This design comes from an exercise in tuning for small area on the open sky130 flow, not from production work.
At most, simulation tests tie the RTL to the original design; equivalence was not proved.
Power and IR drop assume default switching activity. No driver is modelled on the clock port, so clocking that relies on it looks cheaper here than on a real chip.

==> inputs of 12-08 <==
==> flow/design.v <==
module EQComparator_16bit#(
    parameter WORD_WIDTH = 16
)(
    input logic             [WORD_WIDTH-1:0]    inA,
    input logic             [WORD_WIDTH-1:0]    inB,
    output logic                                out
);
    assign out = (inA == inB);
endmodule
`timescale 1ns / 1ps
module QTU_FMB #(
    parameter MEM_DEPTH = 2048,
    parameter MEM_WIDTH = 8,
    parameter WORD_WIDTH = 16
)(
    input logic                             clk,
    input logic                             nrst,
    input logic                             en,
    input logic                             iAmDestination,
    input logic                             HB_Reset,
    input logic         [WORD_WIDTH-1:0]    fSourceID,
    input logic         [WORD_WIDTH-1:0]    fSourceHops,
    input logic         [WORD_WIDTH-1:0]    fQValue,
    input logic         [WORD_WIDTH-1:0]    fEnergyLeft,
    input logic         [WORD_WIDTH-1:0]    fHopsFromCH,
    input logic         [WORD_WIDTH-1:0]    fChosenCH,
    input logic         [WORD_WIDTH-1:0]    chosenCH,
    input logic         [WORD_WIDTH-1:0]    hopsFromCH,
    input logic         [WORD_WIDTH-1:0]    myQValue,
    output logic        [WORD_WIDTH-1:0]    nodeID,
    output logic        [WORD_WIDTH-1:0]    nodeHops,
    output logic        [WORD_WIDTH-1:0]    nodeEnergy,
    output logic        [WORD_WIDTH-1:0]    nodeQValue,
    output logic        [4:0]               neighborIndex,
    output logic        [WORD_WIDTH-1:0]    chosenHop,
    output logic        [4:0]               neighborCount,
    output logic                            QTUFMB_done
);
    localparam logic [1:0] s_idle    = 2'b00;
    localparam logic [1:0] s_process = 2'b01;
    localparam logic [1:0] s_output  = 2'b10;
    localparam logic [1:0] s_HBreset = 2'b11;
    logic [1:0]            state;
    logic [31:0]           valid;
    logic [31:0]           written;
    logic [WORD_WIDTH-1:0] ids [31:0];
    logic [WORD_WIDTH-1:0] hopsNeeded;
    logic [WORD_WIDTH-1:0] maxQValue;
    logic [WORD_WIDTH-1:0] bestNeighbor;
    logic [31:0] hit;
    logic        fzero;
    assign fzero = (fSourceID == '0);
    genvar g;
    generate
        for (g = 0; g < 32; g++) begin : cam
            logic eq;
            EQComparator_16bit C (.inA(fSourceID), .inB(ids[g]), .out(eq));
            assign hit[g] = written[g] ? eq : fzero;
        end
    endgenerate
    logic       one;
    logic [4:0] idx;
    always_comb begin
        logic [15:0] a1, m1;
        logic [7:0]  a2, m2;
        logic [3:0]  a3, m3;
        logic [1:0]  a4, m4;
        for (int i = 0; i < 16; i++) begin
            a1[i] = hit[2*i] | hit[2*i+1];
            m1[i] = hit[2*i] & hit[2*i+1];
        end
        for (int i = 0; i < 8; i++) begin
            a2[i] = a1[2*i] | a1[2*i+1];
            m2[i] = m1[2*i] | m1[2*i+1] | (a1[2*i] & a1[2*i+1]);
        end
        for (int i = 0; i < 4; i++) begin
            a3[i] = a2[2*i] | a2[2*i+1];
            m3[i] = m2[2*i] | m2[2*i+1] | (a2[2*i] & a2[2*i+1]);
        end
        for (int i = 0; i < 2; i++) begin
            a4[i] = a3[2*i] | a3[2*i+1];
            m4[i] = m3[2*i] | m3[2*i+1] | (a3[2*i] & a3[2*i+1]);
        end
        one = (a4[0] | a4[1]) & ~(m4[0] | m4[1] | (a4[0] & a4[1]));
        idx = '0;
        for (int i = 0; i < 32; i++)
            if (hit[i]) idx = idx | 5'(i);
    end
    logic same, newEntry;
    assign same     = (fChosenCH == chosenCH);
    assign newEntry = same & (~one | ~valid[neighborIndex]);
    logic wr;
    assign wr = (state == s_output) & newEntry;
    always_ff @(posedge clk or negedge nrst) begin
        if (!nrst) state <= s_idle;
        else case (state)
            s_idle:    state <= HB_Reset ? s_HBreset : (en ? s_process : s_idle);
            s_process: state <= same ? s_output : s_idle;
            default:   state <= s_idle;
        endcase
    end
    always_ff @(posedge clk or negedge nrst) begin
        if (!nrst) begin
            valid   <= '0;
            written <= '0;
        end else begin
            for (int i = 0; i < 32; i++) begin
                if (wr && neighborIndex == 5'(i)) begin
                    valid[i]   <= 1'b1;
                    written[i] <= 1'b1;
                end else if (state == s_HBreset) begin
                    valid[i]   <= 1'b0;
                end
            end
        end
    end
    always_ff @(posedge clk) begin
        for (int i = 0; i < 32; i++)
            if (wr && neighborIndex == 5'(i))
                ids[i] <= fSourceID;
    end
    always_ff @(posedge clk or negedge nrst) begin
        if (!nrst) neighborCount <= '0;
        else if (state == s_HBreset) neighborCount <= '0;
        else if (wr) neighborCount <= neighborCount + 5'd1;
    end
    always_ff @(posedge clk or negedge nrst) begin
        if (!nrst) neighborIndex <= '0;
        else if (state == s_process)
            neighborIndex <= newEntry ? neighborCount : (one ? idx : 5'd0);
    end
    always_ff @(posedge clk or negedge nrst) begin
        if (!nrst) begin
            nodeID     <= 16'h0000;
            nodeHops   <= 16'hFFFF;
            nodeEnergy <= 16'h0000;
            nodeQValue <= 16'h0000;
        end else if (state == s_output) begin
            nodeID     <= fSourceID;
            nodeHops   <= fSourceHops;
            nodeEnergy <= fEnergyLeft;
            nodeQValue <= fQValue;
        end
    end
    always_ff @(posedge clk or negedge nrst) begin
        if (!nrst) QTUFMB_done <= 1'b0;
        else QTUFMB_done <= (state == s_output);
    end
    always_ff @(posedge clk or negedge nrst) begin
        if (!nrst) hopsNeeded <= 16'hFFFF;
        else hopsNeeded <= HB_Reset ? 16'hFFFF : hopsFromCH - 16'd1;
    end
    function automatic logic gt16(input logic [15:0] a, input logic [15:0] b);
        logic g;
        g = 1'b0;
        for (int i = 0; i < 16; i++)
            g = (a[i] & ~b[i]) | (~(a[i] ^ b[i]) & g);
        gt16 = g;
    endfunction
    logic hopMatch, qGreater, qEqual;
    assign hopMatch = (fHopsFromCH == hopsNeeded);
    assign qGreater = gt16(fQValue, maxQValue);
    assign qEqual   = (fQValue == maxQValue);
    always_ff @(posedge clk or negedge nrst) begin
        if (!nrst) begin
            maxQValue    <= 16'h0000;
            bestNeighbor <= 16'hFFFF;
        end else if (state == s_HBreset) begin
            maxQValue    <= 16'h0000;
            bestNeighbor <= 16'hFFFF;
        end else if (state == s_output && iAmDestination) begin
            if (hopMatch && qGreater) maxQValue <= fQValue;
            if (hopsNeeded == 16'h0000) bestNeighbor <= chosenCH;
            else if (hopMatch && (qGreater || (qEqual && gt16(bestNeighbor, fSourceID))))
                bestNeighbor <= fSourceID;
        end
    end
    assign chosenHop = bestNeighbor;
endmodule
==> flow/flow/run.sh <==
#!/bin/bash
export BUFFER_PORTS_ARGS="-buffer_cell sky130_fd_sc_hd__buf_1"
export CTS_ARGS="-sink_clustering_enable -repair_clock_nets -sink_clustering_size 30 -sink_clustering_max_diameter 100 -dont_use_dummy_load"
bash standard.sh > standard.log 2>&1
==> flow/standard.sh <==
#!/bin/bash
# synth_recipe.tcl (not shown) runs the flow's synth.tcl, then flattens the netlist and writes it again
# the make line also repeats each setting of config.mk as NAME=value (left out here)
make -C /OpenROAD-flow-scripts/flow DESIGN_CONFIG=/design/flow/config.mk WORK_HOME=/design/flow/orfs CLKGATE_MAP_FILE= SYNTH_SCRIPT=/design/flow/synth_recipe.tcl "${@:-finish}"
==> flow/config.mk <==
export PLATFORM = sky130hd
export DESIGN_NAME = QTU_FMB
export DESIGN_NICKNAME = QTU_FMB
export VERILOG_FILES = /design/flow/design.v
export SDC_FILE = /design/flow/constraint.sdc
export NUM_CORES = 4
export LEC_CHECK = 0
export CAP_MARGIN = 20
export CORE_MARGIN = 2
export CORE_UTILIZATION = 40
export SLEW_MARGIN = 20
==> flow/constraint.sdc <==
create_clock -name core_clock -period 10.0 [get_ports {clk}]
set_input_delay 2.0000 -clock core_clock [delete_from_list [all_inputs] [get_ports {clk}]]
set_output_delay 2.0000 -clock core_clock [all_outputs]
set_load 0.01 [all_outputs]
==> inputs of 02-13, as changes to 12-08 <==
--- a/flow/design.v
+++ b/flow/design.v
@@ -152,12 +152,5 @@
     end
-    function automatic logic gt16(input logic [15:0] a, input logic [15:0] b);
-        logic g;
-        g = 1'b0;
-        for (int i = 0; i < 16; i++)
-            g = (a[i] & ~b[i]) | (~(a[i] ^ b[i]) & g);
-        gt16 = g;
-    endfunction
     logic hopMatch, qGreater, qEqual;
     assign hopMatch = (fHopsFromCH == hopsNeeded);
-    assign qGreater = gt16(fQValue, maxQValue);
+    assign qGreater = (fQValue > maxQValue);
     assign qEqual   = (fQValue == maxQValue);
@@ -173,3 +166,3 @@
             if (hopsNeeded == 16'h0000) bestNeighbor <= chosenCH;
-            else if (hopMatch && (qGreater || (qEqual && gt16(bestNeighbor, fSourceID))))
+            else if (hopMatch && (qGreater || (qEqual && fSourceID < bestNeighbor)))
                 bestNeighbor <= fSourceID;
==> flow/run.sh (new file) <==
#!/bin/bash
# synth_recipe.tcl (not shown) runs the flow's synth.tcl, then flattens the netlist and writes it again
# the make line also repeats each setting of config.mk as NAME=value (left out here)
make -C /OpenROAD-flow-scripts/flow DESIGN_CONFIG=/design/flow/config.mk WORK_HOME=/design/flow/orfs CLKGATE_MAP_FILE= SYNTH_SCRIPT=/design/flow/synth_recipe.tcl finish
- CTS_CLUSTER_DIAMETER: default -> 60
- CTS_CLUSTER_SIZE: default -> 30
removed: flow/flow/run.sh
removed: flow/standard.sh
==> inputs of 03-16, as changes to 12-08 <==
--- a/flow/design.v
+++ b/flow/design.v
@@ -45,3 +45,3 @@
     logic [31:0]           written;
-    logic [WORD_WIDTH-1:0] ids [31:0];
+    logic                  wr;
     logic [WORD_WIDTH-1:0] hopsNeeded;
@@ -50,2 +50,3 @@
     logic [31:0] hit;
+    logic [31:0] we, weN;
     logic        fzero;
@@ -55,5 +56,6 @@
         for (g = 0; g < 32; g++) begin : cam
-            logic eq;
-            EQComparator_16bit C (.inA(fSourceID), .inB(ids[g]), .out(eq));
-            assign hit[g] = written[g] ? eq : fzero;
+            assign we[g]  = wr & (neighborIndex == 5'(g));
+            assign weN[g] = ~we[g];
+            QTU_cam_entry e (.clk(clk), .we(we[g]), .weN(weN[g]), .f(fSourceID),
+                             .fzero(fzero), .written(written[g]), .hit(hit[g]));
         end
@@ -91,3 +93,2 @@
     assign newEntry = same & (~one | ~valid[neighborIndex]);
-    logic wr;
     assign wr = (state == s_output) & newEntry;
@@ -107,3 +108,3 @@
             for (int i = 0; i < 32; i++) begin
-                if (wr && neighborIndex == 5'(i)) begin
+                if (we[i]) begin
                     valid[i]   <= 1'b1;
@@ -115,7 +116,2 @@
         end
-    end
-    always_ff @(posedge clk) begin
-        for (int i = 0; i < 32; i++)
-            if (wr && neighborIndex == 5'(i))
-                ids[i] <= fSourceID;
     end
@@ -148,6 +144,4 @@
     end
-    always_ff @(posedge clk or negedge nrst) begin
-        if (!nrst) hopsNeeded <= 16'hFFFF;
-        else hopsNeeded <= HB_Reset ? 16'hFFFF : hopsFromCH - 16'd1;
-    end
+    always_ff @(posedge clk)
+        hopsNeeded <= HB_Reset ? 16'hFFFF : hopsFromCH - 16'd1;
     function automatic logic gt16(input logic [15:0] a, input logic [15:0] b);
@@ -179 +173,15 @@
 endmodule
+module QTU_cam_entry (
+    input  logic        clk,
+    input  logic        we,
+    input  logic        weN,
+    input  logic [15:0] f,
+    input  logic        fzero,
+    input  logic        written,
+    output logic        hit
+);
+    logic [15:0] id;
+    always_ff @(posedge clk)
+        id <= ({16{we}} & f) | ({16{weN}} & id);
+    assign hit = written ? (id == f) : fzero;
+endmodule
- SYNTH_HIERARCHICAL: default -> 1
==> inputs of 12-07, as changes to 12-08 <==
==> flow/flow/run.sh (replaced) <==
#!/bin/bash
export BUFFER_PORTS_ARGS="-buffer_cell sky130_fd_sc_hd__buf_1"
export RECOVER_POWER=100
bash standard.sh > standard.log 2>&1
- CTS_CLUSTER_DIAMETER: default -> 60
- CTS_CLUSTER_SIZE: default -> 30
==> summary.txt <==
metric                                                                  02-13                                            12-07                            03-16                      12-08
Status                                                         finished clean                         finished with violations                   finished clean             finished clean
Reasons for failing layout checks                                           -  max-capacitance violations, max-slew violations                                -                          -
Worst supply voltage drop on vdd                                     0.187 mV                                         0.134 mV                         0.159 mV                   0.110 mV
Multiplexer share of the synthesized area                              0.0338                                           0.0253                           0.0537                     0.0253
Largest cell class by area                                   sequential cells                                 sequential cells  multi-input combinational cells           sequential cells
Area leader, netlist                                sky130_fd_sc_hd__edfxtp_1                        sky130_fd_sc_hd__edfxtp_1         sky130_fd_sc_hd__dfxtp_1  sky130_fd_sc_hd__edfxtp_1
Flop-to-flop setup slack                                              5.83 ns                                          4.74 ns                          5.21 ns                    5.18 ns
Cell area after technology mapping                                 0.0317 mm²                                       0.0316 mm²                       0.0310 mm²                 0.0316 mm²
Avg WL per Cell                                                       21.0 µm                                          21.2 µm                          21.7 µm                    21.4 µm
Worst rel slew slack                                                    0.282                                            -1.62                            0.269                      0.284
Area fraction of clock buffers and clock inverters                     0.0450                                           0.0496                           0.0229                     0.0207
Non-clock buffer contribution to total cell area                       0.0684                                           0.0311                           0.0435                     0.0353
Peak fanout along the critical path                                        40                                               39                               41                         35
P_int                                                               0.00500 W                                        0.00467 W                        0.00394 W                  0.00417 W
Met3 wire length                                                      4110 µm                                          2780 µm                          5380 µm                    2570 µm
Clock buffers                                                              54                                               49                               31                         28
Syn-to-layout area delta                                                14.2%                                            9.96%                            8.92%                      7.32%
For 12-08, 03-16 and 12-07, only the layout was checked, not whether the RTL still works.

[port drivers added, routing unchanged]
How much do the figures lean on ideal ports? The routed layouts below were timed once more, with nothing changed but the port constraints.
Step 1, drivers: a clkbuf_16 drives clk and a buf_2 each remaining input, both assumed.
Step 2 also shifts input and output timing later by t, the mid clock arrival at the registers, as if the neighbouring blocks saw the same clock.
Slacks: ideal / step 1 / step 2; pairs: ideal / step 1.
run | shift t [ns] | setup slack, ns | worst setup path at the end | latest minus earliest clock arrival (ns) | pins driven straight from the clock port
12-08 | 0.654 | 3.032 / 3.058 / 2.404 | input to register | 0.060 / 0.060 | 1
02-13 | 0.660 | 3.732 / 3.761 / 3.101 | input to register | 0.038 / 0.038 | 1
03-16 | 0.674 | 2.889 / 2.923 / 2.249 | input to register | 0.077 / 0.076 | 1
12-07 | 0.671 | 1.651 / 1.671 / 1.000 | input to register | 0.034 / 0.034 | 1
For 12-07, which loses most, drivers alone change the setup slack by +0.020 ns; drivers and shift together by -0.651 ns.
